Context: an optimization exercise on an open-source flow, tuned for small area, a short achievable clock period and few clock cycles per item. The choices shown serve that exercise and are no tape-out recipe. In this exercise RTL edits were held to simulation tests only and were not proved equivalent to the original. Power is estimated from default activity; no workload was simulated.

Design viterbi_decoder, start of the top module:
module viterbi_decoder(clk, rst, en, data, data_out, done_flag);
Size in the first run: ~1100 cells after synthesis, about 28 I/O pins.
Settings: LEC_CHECK=0, ABC_AREA=1, CAP_MARGIN=20, CORE_MARGIN=2, CORE_UTILIZATION=40, SLEW_MARGIN=20; clock period 5.0 ns.
standard.sh (not shown) runs the stock make flow with config.mk's settings and CLKGATE_MAP_FILE= SYNTH_SCRIPT=/design/flow/synth_recipe.tcl, a recipe that flattens the netlist after the stock synthesis.
==> flow/flow/run.sh <==
#!/bin/bash
# The standard layout (the standard.sh, unchanged synthesis), except that the
# port buffers inserted before global placement are sky130_fd_sc_hd__buf_2
# instead of the resizer's default pick (a clkdlybuf4s50 delay cell).
set -euo pipefail
export BUFFER_PORTS_ARGS="-buffer_cell sky130_fd_sc_hd__buf_2"
bash standard.sh finish > standard.log 2>&1
Testbench counts at the start, summed over its fixed seeds: cycles 1,280, blocks 1,280.
Rerun with:
==> flow/run.sh (new file) <==
#!/bin/bash
# synth_recipe.tcl (not shown) runs the flow's synth.tcl, then flattens the netlist and writes it again
# the make line also repeats each setting of config.mk as NAME=value (left out here)
make -C /OpenROAD-flow-scripts/flow DESIGN_CONFIG=/design/flow/config.mk WORK_HOME=/design/flow/orfs CLKGATE_MAP_FILE= SYNTH_SCRIPT=/design/flow/synth_recipe.tcl finish
removed: flow/flow/run.sh
removed: flow/standard.sh
The new run completed with no timing, DRC or antenna violations.
Die area stays the same.
Combinational power rises by 6.4%.
Worst hold slack gains 0.31 ns.
Worst setup slack loses 0.23 ns.
Utilization rises by 1.8 points.
Final cell count rises by 0.80%.
Rerun with:
SETUP_SLACK_MARGIN = 1   (was default)
Global-route usage rises by 1.6 points.
Routed wire length goes up by about a fifth.
Die area does not change.
Sequential power is about the same.

========
## job 5808
viterbi_decoder, a different RTL version from the one above (not shown whole).
For scale: about 570 cells after synthesis, about 24 flip-flops, about 28 I/O pins, ~3100 um^2 of cells after synthesis.
==> flow/config.mk <==
export PLATFORM = sky130hd
export DESIGN_NAME = viterbi_decoder
export DESIGN_NICKNAME = viterbi_decoder
export VERILOG_FILES = /design/flow/design.v
export SDC_FILE = /design/flow/constraint.sdc
export NUM_CORES = 4
export LEC_CHECK = 0
export ABC_AREA = 1
export CAP_MARGIN = 20
export CORE_MARGIN = 2
export CORE_UTILIZATION = 40
export SETUP_SLACK_MARGIN = 0.35
export SLEW_MARGIN = 20
==> flow/constraint.sdc <==
create_clock -name core_clock -period 5.0 [get_ports {clk}]
set_input_delay 1.0000 -clock core_clock [delete_from_list [all_inputs] [get_ports {clk}]]
set_output_delay 1.0000 -clock core_clock [all_outputs]
set_load 0.01 [all_outputs]
==> flow/flow/run.sh <==
#!/bin/bash
# The standard layout (the standard.sh, on the standard synthesis script) with two
# changes:
#  - ADDER_MAP_FILE is empty, so Yosys does not extract half/full adders into
#    sky130 ha/fa cells before ABC; ABC maps that logic with the rest.
#  - the port buffers inserted before global placement are sky130_fd_sc_hd__buf_2
#    instead of the resizer's default pick (a clkdlybuf4s50 delay cell).
# Registers and their names are those of the standard synthesis.
set -euo pipefail
export BUFFER_PORTS_ARGS="-buffer_cell sky130_fd_sc_hd__buf_2"
bash standard.sh ADDER_MAP_FILE= finish > standard.log 2>&1
Testbench counts of job 5808, summed over its fixed seeds: cycles 1,280, blocks 1,280.
--- input diff job 5808..job 6389 ---
Settings: SETUP_SLACK_MARGIN: 0.35 -> 0.45.
==> notes.md <==
Comparing job 6389 and job 5808, the higher worst setup slack was measured on job 6389. In job 6389, part of the cycle the worst path needs is lower than in job 5808. Changes observed in job 6389 relative to job 5808: maximum ir drop on the vdd rail stayed essentially flat, setup violation total in the final timing report saw little to no change, routed wire length per instance has increased. Routed wire in job 6389 totals more than in job 5808. The higher net switching power came out of job 6389.
### job 6389 -> job 3489
--- a/flow/flow/run.sh
+++ b/flow/flow/run.sh
@@ -6 +6 @@
-#  - the port buffers inserted before global placement are sky130_fd_sc_hd__buf_2
+#  - the port buffers inserted before global placement are sky130_fd_sc_hd__buf_1
@@ -10 +10 @@
-export BUFFER_PORTS_ARGS="-buffer_cell sky130_fd_sc_hd__buf_2"
+export BUFFER_PORTS_ARGS="-buffer_cell sky130_fd_sc_hd__buf_1"
## What came out
- Going from job 6389 to job 3489, the placer congestion estimate was found to have gone up by 3.3%.
- In the metrics for job 6389 and job 3489, the one carrying the higher share of the cycle needed by the critical path after routing is job 3489.
- Between job 6389 and job 3489, the compound-gate portion of the synthesized area figures differ only marginally.
- Across job 6389 and job 3489, none had a timing, DRC or antenna violation.
- For share of the final layout cell area in sequential cells, job 6389 and job 3489 come out practically identical.
- Diff job 6389 -> job 3489: power per standard cell area fell 3.0 nW/um^2, relative area change from synthesis to final layout now smaller, minimum clock period after layout increased 73 ps, synthesized cell count held steady.

========
Setup of build 53:
viterbi_decoder, a different RTL version from the one above (not shown whole).
Size: ~24 flip-flops, about 28 I/O pins.
==> flow/config.mk <==
export PLATFORM = sky130hd
export DESIGN_NAME = viterbi_decoder
export DESIGN_NICKNAME = viterbi_decoder
export VERILOG_FILES = /design/flow/design.v
export SDC_FILE = /design/flow/constraint.sdc
export NUM_CORES = 4
export LEC_CHECK = 0
export ABC_AREA = 1
export CAP_MARGIN = 20
export CORE_MARGIN = 2
export CORE_UTILIZATION = 40
export SETUP_SLACK_MARGIN = 1.0
export SLEW_MARGIN = 20
==> flow/constraint.sdc <==
create_clock -name core_clock -period 5.0 [get_ports {clk}]
set_input_delay 1.0000 -clock core_clock [delete_from_list [all_inputs] [get_ports {clk}]]
set_output_delay 1.0000 -clock core_clock [all_outputs]
set_load 0.01 [all_outputs]
==> flow/flow/run.sh <==
#!/bin/bash
# The standard layout (the standard.sh, unchanged synthesis), except that the
# port buffers inserted before global placement are sky130_fd_sc_hd__buf_2
# instead of the resizer's default pick (a clkdlybuf4s50 delay cell).
set -euo pipefail
export BUFFER_PORTS_ARGS="-buffer_cell sky130_fd_sc_hd__buf_2"
bash standard.sh finish > standard.log 2>&1
Testbench counts of build 53, summed over its fixed seeds: cycles 1,280, blocks 1,280.
Input changes introduced in build 89 (baseline for comparison: build 53):
Settings: changing CORE_UTILIZATION from 40 to 65; removing SETUP_SLACK_MARGIN (formerly 1.0).
## What came out
Relative to build 53, the power measured on build 89 has decreased by more than 10%.
Build 89 closes out successfully: all stages finished, all timing, DRC and antenna checks passed.
In the reports for build 53 and build 89, the smaller relative slew slack belongs to build 89.
Of build 53 and build 89, the lower actual slew at the worst max-slew pin belongs to build 53.
Build 53 -> build 89: detail-routed via count per cell increased by more than 10%
Measured against each other, build 53 and build 89 differ in sequential share of layout area, the higher figure coming from build 89.
Build 89: hold slack 0.0057 ns above build 53
The setup slack of build 89 was inferior to that of build 53.
Comparing initial core utilization for build 53 and build 89, the bigger number came from build 89.
The following lists how build 58 was set up differently from build 89:
Settings: setting SETUP_SLACK_MARGIN to 0.5 for the first time; changing CORE_UTILIZATION from 65 to 40.
==> flow/flow/run.sh <==
#!/bin/bash
# The standard layout (the standard.sh, on the standard synthesis script) with two
# changes:
#  - ADDER_MAP_FILE is empty, so Yosys does not extract half/full adders into
#    sky130 ha/fa cells before ABC; ABC maps that logic with the rest.
#  - the port buffers inserted before global placement are sky130_fd_sc_hd__buf_2
#    instead of the resizer's default pick (a clkdlybuf4s50 delay cell).
# Registers and their names are those of the standard synthesis.
set -euo pipefail
export BUFFER_PORTS_ARGS="-buffer_cell sky130_fd_sc_hd__buf_2"
bash standard.sh ADDER_MAP_FILE= finish > standard.log 2>&1
Results
Compared with build 89, build 58 shows a relative contribution of combinational cells to total power that is 3.2 points lower.
Higher area growth from synthesis to final layout was reported by build 58, not build 89.
Of build 58 and build 89, it is build 58 that has the lower share of cell area taken by muxes after synthesis.
In build 58 relative to build 89, first-iteration DRC count had gone down by more than a quarter.
In build 58 relative to build 89, area of the core had gone up by more than half.
Build 58 — shortest period the worst path allows 0.22 ns lower, build 89 as reference
Total power delta (build 58 − build 89): favourable
[build 58] routed wire length rose 11% relative to build 89
From build 89 to build 58, sequential cell count did not move at all.
Diff build 58..build 89 | minimum hold slack | negligible
Going from build 89 to build 58, area of the die grew by more than a quarter.
Modified inputs, build 92 compared to build 58
Settings: a change of SETUP_SLACK_MARGIN from 0.5 to 0.2.
Findings:
Build 92 vs build 58 — first-iteration DRC count climbed by more than 10%. Reported for build 92 and build 58, unique cell type count in the Yosys netlist turned out identical to the last digit. Summary of build 92 over build 58: multi-input gate share of total cell area rose by 1.3 points; total power fell by 4.7%. When build 92 is measured against build 58, its final period utilization turns out 4.7 points higher. From build 58 to build 92 the numbers moved as follows: final area has decreased; area added between synthesis and finish has decreased.
The following lists how build 52 was set up differently from build 92:
Settings: SETUP_SLACK_MARGIN: 0.2 -> 0.7.
==> flow/flow/run.sh <==
#!/bin/bash
# The standard layout (the standard.sh, unchanged synthesis), except that the
# port buffers inserted before global placement are sky130_fd_sc_hd__buf_2
# instead of the resizer's default pick (a clkdlybuf4s50 delay cell).
set -euo pipefail
export BUFFER_PORTS_ARGS="-buffer_cell sky130_fd_sc_hd__buf_2"
bash standard.sh finish > standard.log 2>&1
[summary]
Changes observed in build 52 relative to build 92: internal portion of total power increased 44%; routed length on met2 went up by about 2%; portion of total power attributed to combinational logic now larger; post-synthesis to final-layout area growth rose 13 points.
Looking at slew of the pin with the lowest slew margin, build 52 sits 0.10 ns below build 92.
Build 52: buffer and inverter count on the worst path is 2 higher than what build 92 reported.
Of build 92 and build 52, the run reporting the lower non-clock buffer share of cell area was build 92.
Here is what was changed in the inputs of build 87 compared with build 52.
Settings: SETUP_SLACK_MARGIN: 0.7 -> unset.
==> flow/flow/run.sh <==
#!/bin/bash
# The standard layout (the standard.sh, on the standard synthesis script) with two
# changes:
#  - ADDER_MAP_FILE is empty, so Yosys does not extract half/full adders into
#    sky130 ha/fa cells before ABC; ABC maps that logic with the rest.
#  - the port buffers inserted before global placement are sky130_fd_sc_hd__buf_2
#    instead of the resizer's default pick (a clkdlybuf4s50 delay cell).
# Registers and their names are those of the standard synthesis.
set -euo pipefail
export BUFFER_PORTS_ARGS="-buffer_cell sky130_fd_sc_hd__buf_2"
bash standard.sh ADDER_MAP_FILE= finish > standard.log 2>&1
Compared to build 52, build 87 has design area about 18% lower.
Shortest clock period the worst path allows after layout deteriorates in build 87 relative to build 52.
Build 52 → build 87: post-placement cell area decreased by 320 µm² relative to the old numbers; total net switching power went down; setup slack decreased 0.53 ns; tap cell count has decreased.
Compared to build 52, build 87 leaves more free space in the core.

========
Starting RTL as in the previous note.
==> flow/config.mk <==
export PLATFORM = sky130hd
export DESIGN_NAME = viterbi_decoder
export DESIGN_NICKNAME = viterbi_decoder
export VERILOG_FILES = /design/flow/design.v
export SDC_FILE = /design/flow/constraint.sdc
export NUM_CORES = 4
export LEC_CHECK = 0
export ABC_AREA = 1
export CAP_MARGIN = 20
export CORE_MARGIN = 2
export CORE_UTILIZATION = 40
export SETUP_SLACK_MARGIN = 0.8
export SLEW_MARGIN = 20
==> flow/constraint.sdc <==
create_clock -name core_clock -period 5.0 [get_ports {clk}]
set_input_delay 1.0000 -clock core_clock [delete_from_list [all_inputs] [get_ports {clk}]]
set_output_delay 1.0000 -clock core_clock [all_outputs]
set_load 0.01 [all_outputs]
==> flow/flow/run.sh <==
#!/bin/bash
# The standard layout (the standard.sh, on the standard synthesis script) with two
# changes:
#  - ADDER_MAP_FILE is empty, so Yosys does not extract half/full adders into
#    sky130 ha/fa cells before ABC; ABC maps that logic with the rest.
#  - the port buffers inserted before global placement are sky130_fd_sc_hd__buf_2
#    instead of the resizer's default pick (a clkdlybuf4s50 delay cell).
# Registers and their names are those of the standard synthesis.
set -euo pipefail
export BUFFER_PORTS_ARGS="-buffer_cell sky130_fd_sc_hd__buf_2"
bash standard.sh ADDER_MAP_FILE= finish > standard.log 2>&1
The starting point finished clean.
Testbench counts at the start, summed over its fixed seeds: cycles 1,280, blocks 1,280.
Edit:
- SETUP_SLACK_MARGIN: 0.8 -> 0.35
Result:
- The new run produced a clean layout
- combinational power is lower by about a fifth
- setup slack is worse by 0.16 ns
- wire length is lower by a few percent

-- separate check: timing with driven ports --
The results above use ideal ports. As a check the final layouts listed here were re-extracted and re-timed, cells and wires unchanged.
Step 1 assumes that a clkbuf_16 drives the clock port and a buf_2 every other input.
Step 2, shift: input delay + t, output delay - t, t = (earliest + latest rising clock arrival at the registers) / 2. This alone moves slack from input paths to output paths.
Three values: no drivers, after step 1, after step 2; two values: the first two.
run | t (ns) | setup WS [ns] | worst hold slack (ns) | clock arrival spread, ns
the first run of note 1 | 0.253 | 0.622 / 0.626 / 0.373 | 0.597 / 0.594 / 0.846 | 0.000 / 0.001
the second run of note 1 | 0.255 | 0.388 / 0.382 / 0.127 | 0.904 / 0.909 / 1.163 | 0.000 / 0.001
the third run of note 1 | 0.255 | 1.040 / 1.015 / 0.760 | 0.903 / 0.908 / 1.163 | 0.000 / 0.000
job 5808 | 0.297 | 0.711 / 0.682 / 0.979 | 0.541 / 0.532 / 0.829 | 0.006 / 0.006
job 6389 | 0.296 | 0.834 / 0.806 / 1.102 | 0.541 / 0.532 / 0.828 | 0.006 / 0.007
job 3489 | 0.289 | 0.761 / 0.731 / 1.020 | 0.523 / 0.514 / 0.803 | 0.005 / 0.006
build 53 | 0.296 | 0.895 / 0.866 / 1.012 | 0.539 / 0.531 / 0.827 | 0.013 / 0.012
build 89 | 0.285 | 0.483 / 0.459 / 0.744 | 0.545 / 0.540 / 0.825 | 0.012 / 0.012
build 58 | 0.291 | 0.706 / 0.680 / 0.962 | 0.544 / 0.538 / 0.829 | 0.004 / 0.004
build 92 | 0.291 | 0.474 / 0.447 / 0.738 | 0.544 / 0.538 / 0.829 | 0.003 / 0.002
build 52 | 0.295 | 0.888 / 0.859 / 0.805 | 0.539 / 0.531 / 0.826 | 0.014 / 0.014
build 87 | 0.290 | 0.363 / 0.336 / 0.626 | 0.544 / 0.538 / 0.829 | 0.002 / 0.003
the first run of note 4 | 0.289 | 0.790 / 0.764 / 0.965 | 0.544 / 0.538 / 0.827 | 0.006 / 0.005
the second run of note 4 | 0.290 | 0.631 / 0.604 / 0.894 | 0.544 / 0.538 / 0.829 | 0.002 / 0.003
After both steps setup and hold are still met in every run listed. For the third run of note 1, which loses most, drivers alone change the setup slack by -0.025 ns; drivers and shift together by -0.280 ns.
